This is an optimization exercise on Yosys and OpenROAD, whose aim is small area, a short achievable clock period and few clock cycles, not a production implementation. Only simulation tests tie the RTL to the original design; equivalence was not proved. Power and IR drop assume default switching activity.

==> design.v <==
module cpu_pl(
    input clk,
    input rst,
    output [31:0] imem_addr,
    input [31:0] imem_rdata,
    output [31:0] dmem_addr,
    output [31:0] dmem_wdata,
    output [3:0] dmem_wstrb,
    input [31:0] dmem_rdata
);
reg [7:0] pc;
reg [7:0] ras;           
reg d_valid;
reg [31:0] d_inst;
reg [7:0] d_pc;
reg [7:0] d_alt;
reg e_we, e_ld, e_st, e_br, e_jalr;
reg [4:0] e_rd;
reg [31:0] e_a, e_b;
reg [11:0] e_i;
reg e_usei, e_fwda, e_fwdb;
reg [2:0] e_f3;          
reg [2:0] e_mf3;         
reg e_sub, e_arith, e_passb;
reg e_pred;
reg [7:0] e_alt;
reg w_we;
reg [4:0] w_rd;
reg [31:0] w_res;
reg [31:0] w_sdata;
reg [3:0] w_strb;
wire w_st = |w_strb;
wire stall;
wire redirect;
wire [7:0] redirect_pc;
wire [31:0] fi = imem_rdata;
wire f_jal = fi[6:2] == 5'b11011;
wire f_br = fi[6:2] == 5'b11000;
wire f_jalr = fi[6:2] == 5'b11001;
wire [7:0] f_off = f_jal ? fi[29:22] : {fi[29:25], fi[11:9]};
wire [7:0] f_tgt = pc + f_off;
wire [7:0] f_inc = pc + 8'd1;
wire [7:0] f_next = f_jalr ? ras : ((f_jal | (f_br & fi[31])) ? f_tgt : f_inc);
wire [7:0] f_alt = f_jalr ? ras : (fi[31] ? f_inc : f_tgt);
assign imem_addr = {18'b0, 2'b11, 2'b00, pc, 2'b00};
always @(posedge clk or posedge rst) begin
    if (rst) begin
        pc <= 8'd0;
        ras <= 8'd0;
    end else begin
        if (redirect) pc <= redirect_pc;
        else if (!stall) pc <= f_next;
        if (!redirect && !stall && (f_jal | f_jalr) && fi[11:7] == 5'd1) ras <= f_inc;
    end
end
always @(posedge clk or posedge rst) begin
    if (rst) d_valid <= 1'b0;
    else if (redirect) d_valid <= 1'b0;
    else if (!stall) d_valid <= 1'b1;
end
always @(posedge clk) begin
    if (!stall) begin
        d_inst <= fi;
        d_pc <= pc;
        d_alt <= f_alt;
    end
end
wire [4:0] op = d_inst[6:2];
wire [2:0] f3 = d_inst[14:12];
wire [4:0] rs1 = d_inst[19:15];
wire [4:0] rs2 = d_inst[24:20];
wire [4:0] rd = d_inst[11:7];
wire i_lui = op == 5'b01101;
wire i_auipc = op == 5'b00101;
wire i_jal = op == 5'b11011;
wire i_jalr = op == 5'b11001;
wire i_br = op == 5'b11000;
wire i_ld = op == 5'b00000;
wire i_st = op == 5'b01000;
wire i_opi = op == 5'b00100;
wire i_op = op == 5'b01100;
wire uses1 = ~(i_lui | i_auipc | i_jal);
wire uses2 = i_op | i_br | i_st;
wire writes = (i_lui | i_auipc | i_jal | i_jalr | i_ld | i_opi | i_op) && rd != 5'd0;
reg [31:0] rf [1:31];
reg [31:1] rf_v;
function [31:0] rf_init(input [4:0] a);
    rf_init = (a == 5'd2) ? 32'h00002ffc : (a == 5'd3) ? 32'h00001800 : 32'h0;
endfunction
wire [31:0] rf1 = rf[rs1];
wire [31:0] rf2 = rf[rs2];
wire v1 = rs1 != 5'd0 && rf_v[rs1];
wire v2 = rs2 != 5'd0 && rf_v[rs2];
wire [31:0] rv1 = (w_we && w_rd == rs1) ? w_res : (v1 ? rf1 : rf_init(rs1));
wire [31:0] rv2 = (w_we && w_rd == rs2) ? w_res : (v2 ? rf2 : rf_init(rs2));
always @(posedge clk or posedge rst) begin
    if (rst) rf_v <= 31'b0;
    else if (w_we) rf_v[w_rd] <= 1'b1;
end
always @(posedge clk) begin
    if (w_we) rf[w_rd] <= w_res;
end
wire [8:0] d_inc = {1'b0, d_pc} + 9'd1;
wire [31:0] link = {18'b0, 2'b11, 1'b0, d_inc, 2'b00};
wire [31:0] pcfull = {18'b0, 2'b11, 2'b00, d_pc, 2'b00};
always @(posedge clk or posedge rst) begin
    if (rst) begin
        e_we <= 1'b0; e_ld <= 1'b0; e_st <= 1'b0; e_br <= 1'b0; e_jalr <= 1'b0;
    end else if (redirect || (!stall && !d_valid)) begin
        e_we <= 1'b0; e_ld <= 1'b0; e_st <= 1'b0; e_br <= 1'b0; e_jalr <= 1'b0;
    end else if (!stall) begin
        e_we <= writes;
        e_ld <= i_ld;
        e_st <= i_st;
        e_br <= i_br;
        e_jalr <= i_jalr;
    end
end
always @(posedge clk) begin
    if (!stall) begin
        e_rd <= rd;
        e_a <= i_auipc ? pcfull : rv1;
        e_b <= (i_lui | i_auipc) ? {d_inst[31:12], 12'b0} : (i_jal | i_jalr) ? link : rv2;
        e_i <= i_st ? {d_inst[31:25], d_inst[11:7]} : d_inst[31:20];
        e_usei <= i_opi | i_ld | i_st | i_jalr;
        e_fwda <= uses1 && e_we && e_rd == rs1;
        e_fwdb <= uses2 && e_we && e_rd == rs2;
        e_f3 <= (i_opi | i_op | i_br) ? f3 : 3'b000;
        e_mf3 <= f3;
        e_sub <= i_br | ((i_op | i_opi) && (f3 == 3'b010 || f3 == 3'b011)) | (i_op && f3 == 3'b000 && d_inst[30]);
        e_arith <= d_inst[30];
        e_passb <= i_lui | i_jal | i_jalr;
        e_pred <= d_inst[31];
        e_alt <= d_alt;
    end
end
wire [31:0] a = e_fwda ? w_res : e_a;
wire [31:0] bf = e_fwdb ? w_res : e_b;
wire [31:0] isx = {{20{e_i[11]}}, e_i};
wire [31:0] b = e_usei ? isx : bf;
wire [9:0] agu = a[9:0] + e_i[9:0];
wire [32:0] sum = {1'b0, a} + {1'b0, e_sub ? ~b : b} + {32'b0, e_sub};
wire ltu = ~sum[32];
wire lt = (a[31] ^ b[31]) ? a[31] : sum[31];
wire eq = a == b;
wire left = ~e_f3[2];
wire [31:0] sh_in;
wire [31:0] sh_out;
genvar gi;
generate
    for (gi = 0; gi < 32; gi = gi + 1) begin : rev
        assign sh_in[gi] = left ? a[31 - gi] : a[gi];
    end
endgenerate
wire [63:0] sh_wide = {{32{e_arith & a[31] & ~left}}, sh_in} >> b[4:0];
wire [31:0] sh_r = sh_wide[31:0];
generate
    for (gi = 0; gi < 32; gi = gi + 1) begin : rev2
        assign sh_out[gi] = left ? sh_r[31 - gi] : sh_r[gi];
    end
endgenerate
reg [31:0] alu;
always @(*) begin
    if (e_passb) alu = bf;
    else case (e_f3)
        3'b000: alu = sum[31:0];
        3'b001: alu = sh_out;
        3'b010: alu = {31'b0, lt};
        3'b011: alu = {31'b0, ltu};
        3'b100: alu = a ^ b;
        3'b101: alu = sh_out;
        3'b110: alu = a | b;
        default: alu = a & b;
    endcase
end
wire cond = (e_f3[2] ? (e_f3[1] ? ltu : lt) : eq) ^ e_f3[0];
wire br_mis = e_br && (cond != e_pred);
wire jalr_mis = e_jalr && (agu[9:2] != e_alt);
assign redirect = br_mis | jalr_mis;
assign redirect_pc = e_jalr ? agu[9:2] : e_alt;
wire [31:0] ld_sh = dmem_rdata >> {agu[1:0], 3'b000};
reg [31:0] ld;
always @(*) begin
    case (e_mf3)
        3'b000: ld = {{24{ld_sh[7]}}, ld_sh[7:0]};
        3'b001: ld = {{16{ld_sh[15]}}, ld_sh[15:0]};
        3'b100: ld = {24'b0, ld_sh[7:0]};
        3'b101: ld = {16'b0, ld_sh[15:0]};
        default: ld = ld_sh;
    endcase
end
assign stall = w_st & e_ld;
wire [31:0] sdata = e_mf3[1] ? bf : e_mf3[0] ? {2{bf[15:0]}} : {4{bf[7:0]}};
wire [3:0] strb = e_mf3[1] ? 4'b1111 : e_mf3[0] ? (agu[1] ? 4'b1100 : 4'b0011) : (4'b0001 << agu[1:0]);
always @(posedge clk or posedge rst) begin
    if (rst) begin
        w_we <= 1'b0;
        w_strb <= 4'b0;
    end else begin
        w_we <= e_we & ~stall;
        w_strb <= e_st ? strb : 4'b0;
    end
end
always @(posedge clk) begin
    w_rd <= e_rd;
    w_res <= e_ld ? ld : alu;
    w_sdata <= sdata;
end
assign dmem_addr = {w_res[31:10], w_st ? w_res[9:2] : agu[9:2], w_res[1:0]};
assign dmem_wdata = w_sdata;
assign dmem_wstrb = w_strb;
endmodule
==> run.sh <==
#!/bin/bash
# synth_recipe.tcl (not shown) runs the flow's synth.tcl, then flattens the netlist and writes it again
# the make line also repeats each setting of config.mk as NAME=value (left out here)
make -C /OpenROAD-flow-scripts/flow DESIGN_CONFIG=/design/flow/config.mk WORK_HOME=/design/flow/orfs CLKGATE_MAP_FILE= SYNTH_SCRIPT=/design/flow/synth_recipe.tcl finish
==> config.mk <==
export PLATFORM = sky130hd
export DESIGN_NAME = cpu_pl
export DESIGN_NICKNAME = cpu_pl
export VERILOG_FILES = /design/flow/design.v
export SDC_FILE = /design/flow/constraint.sdc
export NUM_CORES = 8
export LEC_CHECK = 0
export CAP_MARGIN = 40
export CORE_MARGIN = 2
export CORE_UTILIZATION = 25
export PLACE_DENSITY = 0.35
export SLEW_MARGIN = 40
==> constraint.sdc <==
create_clock -name core_clock -period 10.5 [get_ports {clk}]
set_input_delay 2.1000 -clock core_clock [delete_from_list [all_inputs] [get_ports {clk}]]
set_output_delay 2.1000 -clock core_clock [all_outputs]
set_load 0.01 [all_outputs]
==> flow_metrics.tcl, run 1 <==
set metrics [dict create \
    fin_skew_ns 0.03711 \
    wl_um 277500 \
    dp_cells 8131 \
    ctsLongestPathBuffers 3 \
    end_kind "output pin" \
    cts_made_buffers 157 \
    ios 166 \
    fin_area_um2 79740 \
    syn_area_per_cell_um2 14.79 \
    place_area_um2 74360 \
    synth_compound_area_share_pct 7.734 \
    wl_per_cell_um 32.90 \
    worst_ep_arrival_time_ns 5.16 \
    cts_root_buf "clkbuf_16" \
    finalSetupTns_ns 0 \
    synth_warnings 1 \
    r2r-start "e_fwdb$_DFFE_PN_" \
    p_leak_nw 27.10 \
    clk_pin_slew_worst_paths_ns 0.06 \
    crit_end "dmem_addr[9]" \
    yosysUniqueCellTypes 87 \
    nFillCells 27120 \
    cpMaxStageDelayCell "mux2i_1" \
    portBuffers 139 \
    min_path_type "reg -> reg" \
    worst_ep_required_time_ns 8.40 \
    worstPathCellList "mux2i_1 -> inv_1 -> ha_1 -> a211oi_1 -> o21ai_0 -> a31o_2 -> o21ai_1 -> xor2_1 -> a21oi_1 -> clkdlybuf4s50_1" \
    syn_to_final_growth_pct 17.02 \
    start_util_pct 25.15 \
    synth_top_family_by_area "multiplexers" \
    post_cts_buffers 0 \
    synth_cells 4607 \
    min_period_ns 7.262 \
    drive_gt1_share_pct 24.22 \
    first_iter_violations 4448 \
    via_count 44210 \
    synth-main-ff-cell "edfxtp_1" \
    final_cells 8434 \
    drc_errors 0 \
    crit_fanout 7 \
    worst_pin_slew_ns 0.8995 \
    grt_pass1_wl_um 383000 \
    worst-path-stages 10 \
    ys_top_cells_by_area "edfxtp_1, mux4_2, mux2i_1, ha_1, dfxtp_1" \
    die_area_um2 276800 \
    dr.pass1.iters 6 \
    cts_sinks 1275 \
    grt_max_degree 120 \
    hold_ws_ns 0.4187 \
    layout_setup_ws_ns 3.238 \
    core_um2 271000 \
    ctsResizeCount 0 \
    slew_headroom_pct 38.31 \
    grt_use_total_pct 19.70 \
    cts_tree "done" \
    ant_nets 0 \
    dieHeight_um 526.1 \
    insertion_delay_ns 0.83 \
    synthArstFlopShare_pct 4.549 \
    slowest_delay_ns 0.76 \
    hold_viol 0 \
    yosys.area.top_type_share_pct 50.15 \
    max_freq_ghz 0.1377 \
    synthXorXnorAreaFrac_pct 1.689 \
    die_w_um 526.1 \
    setup_viol 0 \
    muxShareOfSynthArea_pct 25.41 \
    place_ws_ns 3.772 \
    rows 191 \
    slew_violations 0 \
    path_class "reg -> out" \
    rsz0062_at_grt "false" \
    synth_enable_flop_cells 1138 \
    max-cap-violations 0 \
    synth_top_cell_by_area "edfxtp_1" \
    antenna_found_initial 14 \
    cpLargestDelayFamily "compound AO/OA/AOI/OAI gates" \
    start_kind "register" \
    rr_endpoint "ras[0]$_DFFE_PP0P_" \
    place_congestion 0.9557 \
    period_share_pct 69.16 \
    syn_area_um2 68140 \
    synthAdderAreaFrac_pct 2.512 \
    crit_path_start "e_fwda$_DFFE_PN_" \
    critical_path_buf_inv_count 2 \
    grt_pass1_vias 45090 \
    synthSimpleGateAreaFrac_pct 5.035 \
    viasPerCell 5.242 \
    nets 4924 \
    powerDensity_nw_per_um2 198.0 \
    seq_area_frac_synth_pct 54.60 \
    r2r_slack_ns 4.00 \
    grt-ovfl-total 0 \
    htree_levels 4 \
    vdd_ir_drop_max_uv 183.1 \
    hpwl_um 181500 \
    ys_seq_elements 1275 \
    outcome "no timing/DRC/antenna violations" \
    worst_r2r_path_depth 16 \
    cts_hold_buf 0 \
]
routing by layer:
layer	global-route usage (%)	vias to the layer above	part of all wire [%]
li1	-	18720	-
met1	27.55	23800	46
met2	31.42	1362	47
met3	2.639	328	4.4
met4	6.377	2	3.1
met5	0	-	0.0043
worst reg2reg max path: stages, from the launching register on:
cell       delay, ns
edfxtp_1        0.33
buf_4           0.40
buf_4           0.47
mux2i_1         0.70
inv_1           0.08
o21ai_0         0.56
xnor2_1         0.15
ha_1            0.43
a21o_1          0.21
a311o_1         0.32
o22ai_1         0.38
nand4_1         0.39
nand3_1         0.25
o2111ai_1       0.44
and4_1          0.41
nor3_4          0.49
mux2_2          0.40
stage by stage:
step	total power, mW	util (%)
2_1_floorplan	8.567	-
3_3_place_gp	10.29	27.36
3_5_place_dp	10.26	27.44
4_1_cts	15.97	29.38
5_1_grt	16.43	29.42
6_report	15.79	29.42
layout make-up:
| type | count | area, µm² | area share, % |
|---|---|---|---|
| antenna | 9 | 22.52 | 0.02824 |
| multi-input combinational | 2863 | 29340 | 36.79 |
| tap | 3570 | 4467 | 5.602 |
| sequential | 1275 | 37250 | 46.72 |
| timing repair buffer | 314 | 2962 | 3.714 |
| clock inverter | 97 | 1100 | 1.379 |
| inverter | 112 | 437.9 | 0.5492 |
| clock buffer | 194 | 4159 | 5.216 |
Yosys cell counts, drive strengths merged, types with 15 or more instances:
library cell  instances
ha                  132
dfrtp                58
a31oi                29
xnor2                77
inv                 107
o21bai               32
nor4                 22
o221ai               15
a21oi               281
mux2                 86
a211oi               38
nand2b               25
nand4                16
a22oi                17
xor2                 44
and3                 16
o22ai                24
mux4                595
edfxtp             1138
dfxtp                79
o21a                 20
nand2               186
nor2b                23
nor3                104
mux2i               293
o211ai               46
a21o                 36
clkbuf              240
buf                 139
nor2                274
o21ai               211
nand3                44
report_power, final:
part	internal [mW]	switching (mW)	leakage (nW)	total, mW
registers	6.24	0.296	12.1	6.53
clock network	3.28	2.34	2.55	5.62
logic	1.24	2.39	12.5	3.63
layout by cell type, fill, tap and decap left out, types with 32 or more instances in the layout:
master	instances
o21bai_1	32
nand2_1	183
ha_1	132
a211oi_1	38
mux4_2	595
clkbuf_16	158
mux2_2	86
nand3_1	42
inv_1	102
dfrtp_1	57
a21o_1	36
clkdlybuf4s50_1	139
dfxtp_1	64
nor2_1	241
clkinv_1	40
o21ai_0	207
a21oi_1	281
o211ai_1	46
xor2_1	44
nor3_1	101
edfxtp_1	1138
buf_4	143
mux2i_1	288
xnor2_1	77
cell families (layout without fill, tap and decap cells):
group | Yosys count | after routing
buffers and inverters | 491 | 717
adders and majority gates | 135 | 135
and+or+nand+nor | 755 | 755
muxes | 974 | 974
AOI/OAI and AO/OA | 850 | 850
other | 2 | 33
xor gates and xnor gates | 125 | 125
DFF | 1275 | 1275
sequential cells by signal, indices dropped and copies added (netlist names), 3 cells and up, named ones only:
signal / flops
d_pc: 8
e_mf3: 3
ras: 8
d_alt: 8
e_f3: 3
w_strb: 4
w_res: 32
pc: 8
d_inst: 30
rf_v: 31
rf: 992
e_rd: 5
e_a: 32
w_sdata: 32
e_i: 11
e_b: 32
w_rd: 5
e_alt: 8
how the worst min path moves through the flow:
stage | end | cells after the start | start
after floorplan | e_alt[0]$_DFFE_PN_ | 0 | d_alt[0]$_DFFE_PN_
after global placement | e_alt[6]$_DFFE_PN_ | 0 | d_alt[6]$_DFFE_PN_
after detailed placement | e_alt[0]$_DFFE_PN_ | 0 | d_alt[0]$_DFFE_PN_
after CTS | e_alt[0]$_DFFE_PN_ | 0 | d_alt[0]$_DFFE_PN_
after global routing | e_alt[2]$_DFFE_PN_ | 0 | d_alt[2]$_DFFE_PN_
final | e_alt[7]$_DFFE_PN_ | 0 | d_alt[7]$_DFFE_PN_
Testbench counts, summed over its fixed seeds: cycles 428,020.
==> inputs of run 2 (changes only) <==
==> config.mk (replaced) <==
export PLATFORM = sky130hd
export DESIGN_NAME = cpu_pl
export DESIGN_NICKNAME = cpu_pl
export VERILOG_FILES = /design/flow/design.v
export SDC_FILE = /design/flow/constraint.sdc
export NUM_CORES = 8
export LEC_CHECK = 0
export CAP_MARGIN = 20
export CORE_MARGIN = 2
export CORE_UTILIZATION = 50
export GPL_TIMING_DRIVEN = 1
export PLACE_DENSITY = 0.6
export SETUP_SLACK_MARGIN = 5
export SLEW_MARGIN = 20
==> run 2 against run 1 <==
Net effect: largest cell class unchanged; power decreased by 4.6%; core utilization increased by 28 points; wire length decreased by 16%; design area decreased by 3.2%; area after synthesis unchanged.
==> flow_metrics.tcl, run 2 <==
set metrics [dict create \
    outcome "no timing/DRC/antenna violations" \
    muxShareOfSynthArea_pct 25.41 \
    cts_sinks 1275 \
    worst_ep_arrival_time_ns 3.53 \
    hold_ws_ns 0.4274 \
    final_cell_mix "edfxtp_1, mux4_2, mux2i_1, a21oi_1, nor2_1" \
    synth-main-ff-cell "edfxtp_1" \
    synthAdderAreaFrac_pct 2.512 \
    min_period_ns 5.632 \
    synthArstFlopShare_pct 4.549 \
    fin_skew_ns 0.04628 \
    synth_enable_flop_cells 1138 \
    via_count 45260 \
    max_freq_ghz 0.1776 \
    synth_warnings 1 \
    grt-ovfl-total 0 \
    ys_seq_elements 1275 \
    cts_root_buf "clkbuf_16" \
    htree_levels 4 \
    hpwl_um 144400 \
    utilization_pct 57.05 \
    hold_viol 0 \
    dr.pass1.iters 6 \
    synth_compound_area_share_pct 7.734 \
    grt_pass1_wl_um 327700 \
    routed.top_layer "met5" \
    p_leak_nw 26.96 \
    grt_use_total_pct 33.10 \
    rsz0062_at_grt "true" \
    viasPerCell 6.829 \
    die_w_um 373.2 \
    synth_top_family_by_area "multiplexers" \
    synth_cells 4607 \
    path_class "reg -> out" \
    vdd_ir_drop_max_uv 128.7 \
    yosys.area.top_type_share_pct 50.15 \
    grt_pass1_vias 43890 \
    cts_hold_buf 0 \
    drc_errors 0 \
    worst_pin_slew_ns 1.074 \
    wl_um 232100 \
    grt_max_degree 128 \
    ant_nets 0 \
    synth_top_cell_by_area "edfxtp_1" \
    wl_per_cell_um 35.01 \
    nets 4938 \
    min_path_type "reg -> reg" \
    syn_area_um2 68140 \
    finalSetupTns_ns 0 \
    syn_to_final_growth_pct 13.26 \
    ctsLongestPathBuffers 3 \
    slew_headroom_pct 28.41 \
    crit_fanout 7 \
    start_util_pct 50.37 \
    yosysUniqueCellTypes 87 \
    max-cap-violations 0 \
    met1_length_um 88290 \
    worst_ep_required_time_ns 8.40 \
    period_share_pct 53.64 \
    wl_met2_um 109900 \
    cts_tree "done" \
    synth_most_common_cell "edfxtp_1" \
    synthSimpleGateAreaFrac_pct 5.035 \
    core_um2 135300 \
    largest_register_ffs 992 \
    ys_top_cells_by_area "edfxtp_1, mux4_2, mux2i_1, ha_1, dfxtp_1" \
    die_area_um2 139300 \
    cts_made_buffers 139 \
    syn_area_per_cell_um2 14.79 \
    drive_gt1_share_pct 25.18 \
    first_iter_violations 5707 \
    seq_area_frac_synth_pct 54.60 \
    synthXorXnorAreaFrac_pct 1.689 \
    synthTopCellsByCount "edfxtp_1, mux4_2, mux2i_1" \
    ios 166 \
    insertion_delay_ns 0.80 \
    slew_violations 0 \
    powerDensity_nw_per_um2 195.2 \
    start_kind "register" \
    place_congestion 0.9910 \
    p_total_mw 15.06 \
    antenna_found_initial 12 \
    dieHeight_um 373.2 \
    nFillCells 10570 \
    end_kind "output pin" \
    regMostFlops "rf" \
    rows 135 \
    portBuffers 139 \
    setup_viol 0 \
    clk_pin_slew_worst_paths_ns 0.06 \
    dr_wl_met3_um 21010 \
    final_common_cell "edfxtp_1" \
]
run 2: worst max-delay path, cell delays in order (launching register included):
cell and delay (ns):
edfxtp_1 0.50, buf_4 0.20, buf_4 0.18, mux2_4 0.35, ha_4 0.18, nor3_1 0.26, o21ai_2 0.13, a31oi_2 0.25
xnor2_2 0.12, mux2_2 0.28, dlygate4sd2_1 0.29
run 2: power breakdown:
| group | total [mW] | internal, mW | leakage (nW) | switching, mW |
|---|---|---|---|---|
| combinational | 3.71 | 1.36 | 12.7 | 2.35 |
| sequential | 6.50 | 6.24 | 12.1 | 0.268 |
| clock | 4.85 | 2.76 | 2.17 | 2.09 |
| total | 15.1 | 10.4 | 27.0 | 4.71 |
run 2: logic make-up after synthesis:
| group | count (synthesis) |
|---|---|
| mux | 974 |
| fa+ha+maj | 135 |
| buf+inv | 491 |
| flops | 1275 |
| other cells | 2 |
| compound gates | 850 |
| simple gates | 755 |
| xor+xnor | 125 |
run 2: path summary, 6_finish.rpt:
path | cells past startpoint | slack, ns | from | end
setup / recovery | 10 | 4.87 | e_fwda$_DFFE_PN_ | dmem_addr[7]
hold / removal | 0 | 0.43 | d_alt[4]$_DFFE_PN_ | e_alt[4]$_DFFE_PN_
setup reg to reg | 39 | 5.04 | e_fwda$_DFFE_PN_ | pc[3]$_DFFE_PP0P_
hold reg to reg | 0 | 0.43 | d_alt[4]$_DFFE_PN_ | e_alt[4]$_DFFE_PN_
max in group asynchronous | 3 | 8.06 | rst | rf_v[2]$_DFFE_PP0P_
min in group asynchronous | 3 | 1.87 | rst | pc[6]$_DFFE_PP0P_
run 2: metrics by stage:
| step | setup slack [ns] | area, µm² | instances |
|---|---|---|---|
| after floorplan | 5.343 | 68230 | 4629 |
| after global placement | 3.881 | 71670 | 6302 |
| after detailed placement | 3.905 | 71680 | 6303 |
| after CTS | 4.866 | 76930 | 6615 |
| after global routing | 4.753 | 77180 | 6626 |
| final | 4.868 | 77180 | 6628 |
run 2: layout make-up:
type	count	area, µm²	share of cell area, %
Antenna cell	2	5.005	0.006484
Clock buffer	172	3680	4.768
Clock inverter	77	762.0	0.9872
Inverter	112	435.4	0.5641
Multi-Input combinational cell	2864	29680	38.45
Sequential cell	1275	37240	48.25
Tap cell	1781	2228	2.887
Timing Repair Buffer	345	3149	4.080
run 2: what timing repair did:
| item | 4_1_cts | 5_1_grt |
|---|---|---|
| endpoints found under the hold margin | 0 | 0 |
| pin swaps | 16 | 11 |
| setup endpoints to repair | 36 | 28 |
| buffers inserted | 61 | 10 |
| resized for setup | 88 | 43 |
| cloned | 2 | 0 |
run 2: layer usage:
layer / GRT usage [%] / up-vias
li1: - / 18720
met1: 44.34 / 23360
met2: 52.79 / 2617
met3: 5.855 / 560
met4: 15.92 / 4
met5: 0 / -

==> re-timing with driven ports <==
How much do the figures lean on ideal ports? The routed layouts below were timed once more, with nothing changed but the port constraints. Step 1 sets driving cells, clkbuf_16 on the clock port and buf_2 on the other inputs (assumed; they add their load-dependent delay and slew). Step 2 adds t to the input delays and takes it off the output delays; t is the mean of the earliest and latest rising clock arrival at the registers after step 1. Input paths then give back, and output paths get back, about the clock's delay inside the block. Slacks: no drivers / after step 1 / after step 2; pairs: no drivers / after step 1.
| run | t (ns) | slack for setup (ns) | worst setup path at the end | worst register clock-pin slew, ns | worst data-port slew with drivers (ns) |
|---|---|---|---|---|---|
| run 1 | 0.900 | 3.238 / 3.147 / 3.996 | register to register | 0.07 / 0.07 | 0.07 |
| run 2 | 0.849 | 4.868 / 4.795 / 4.868 | input to register | 0.07 / 0.07 | 0.08 |
After both steps setup and hold are still met in every run listed.
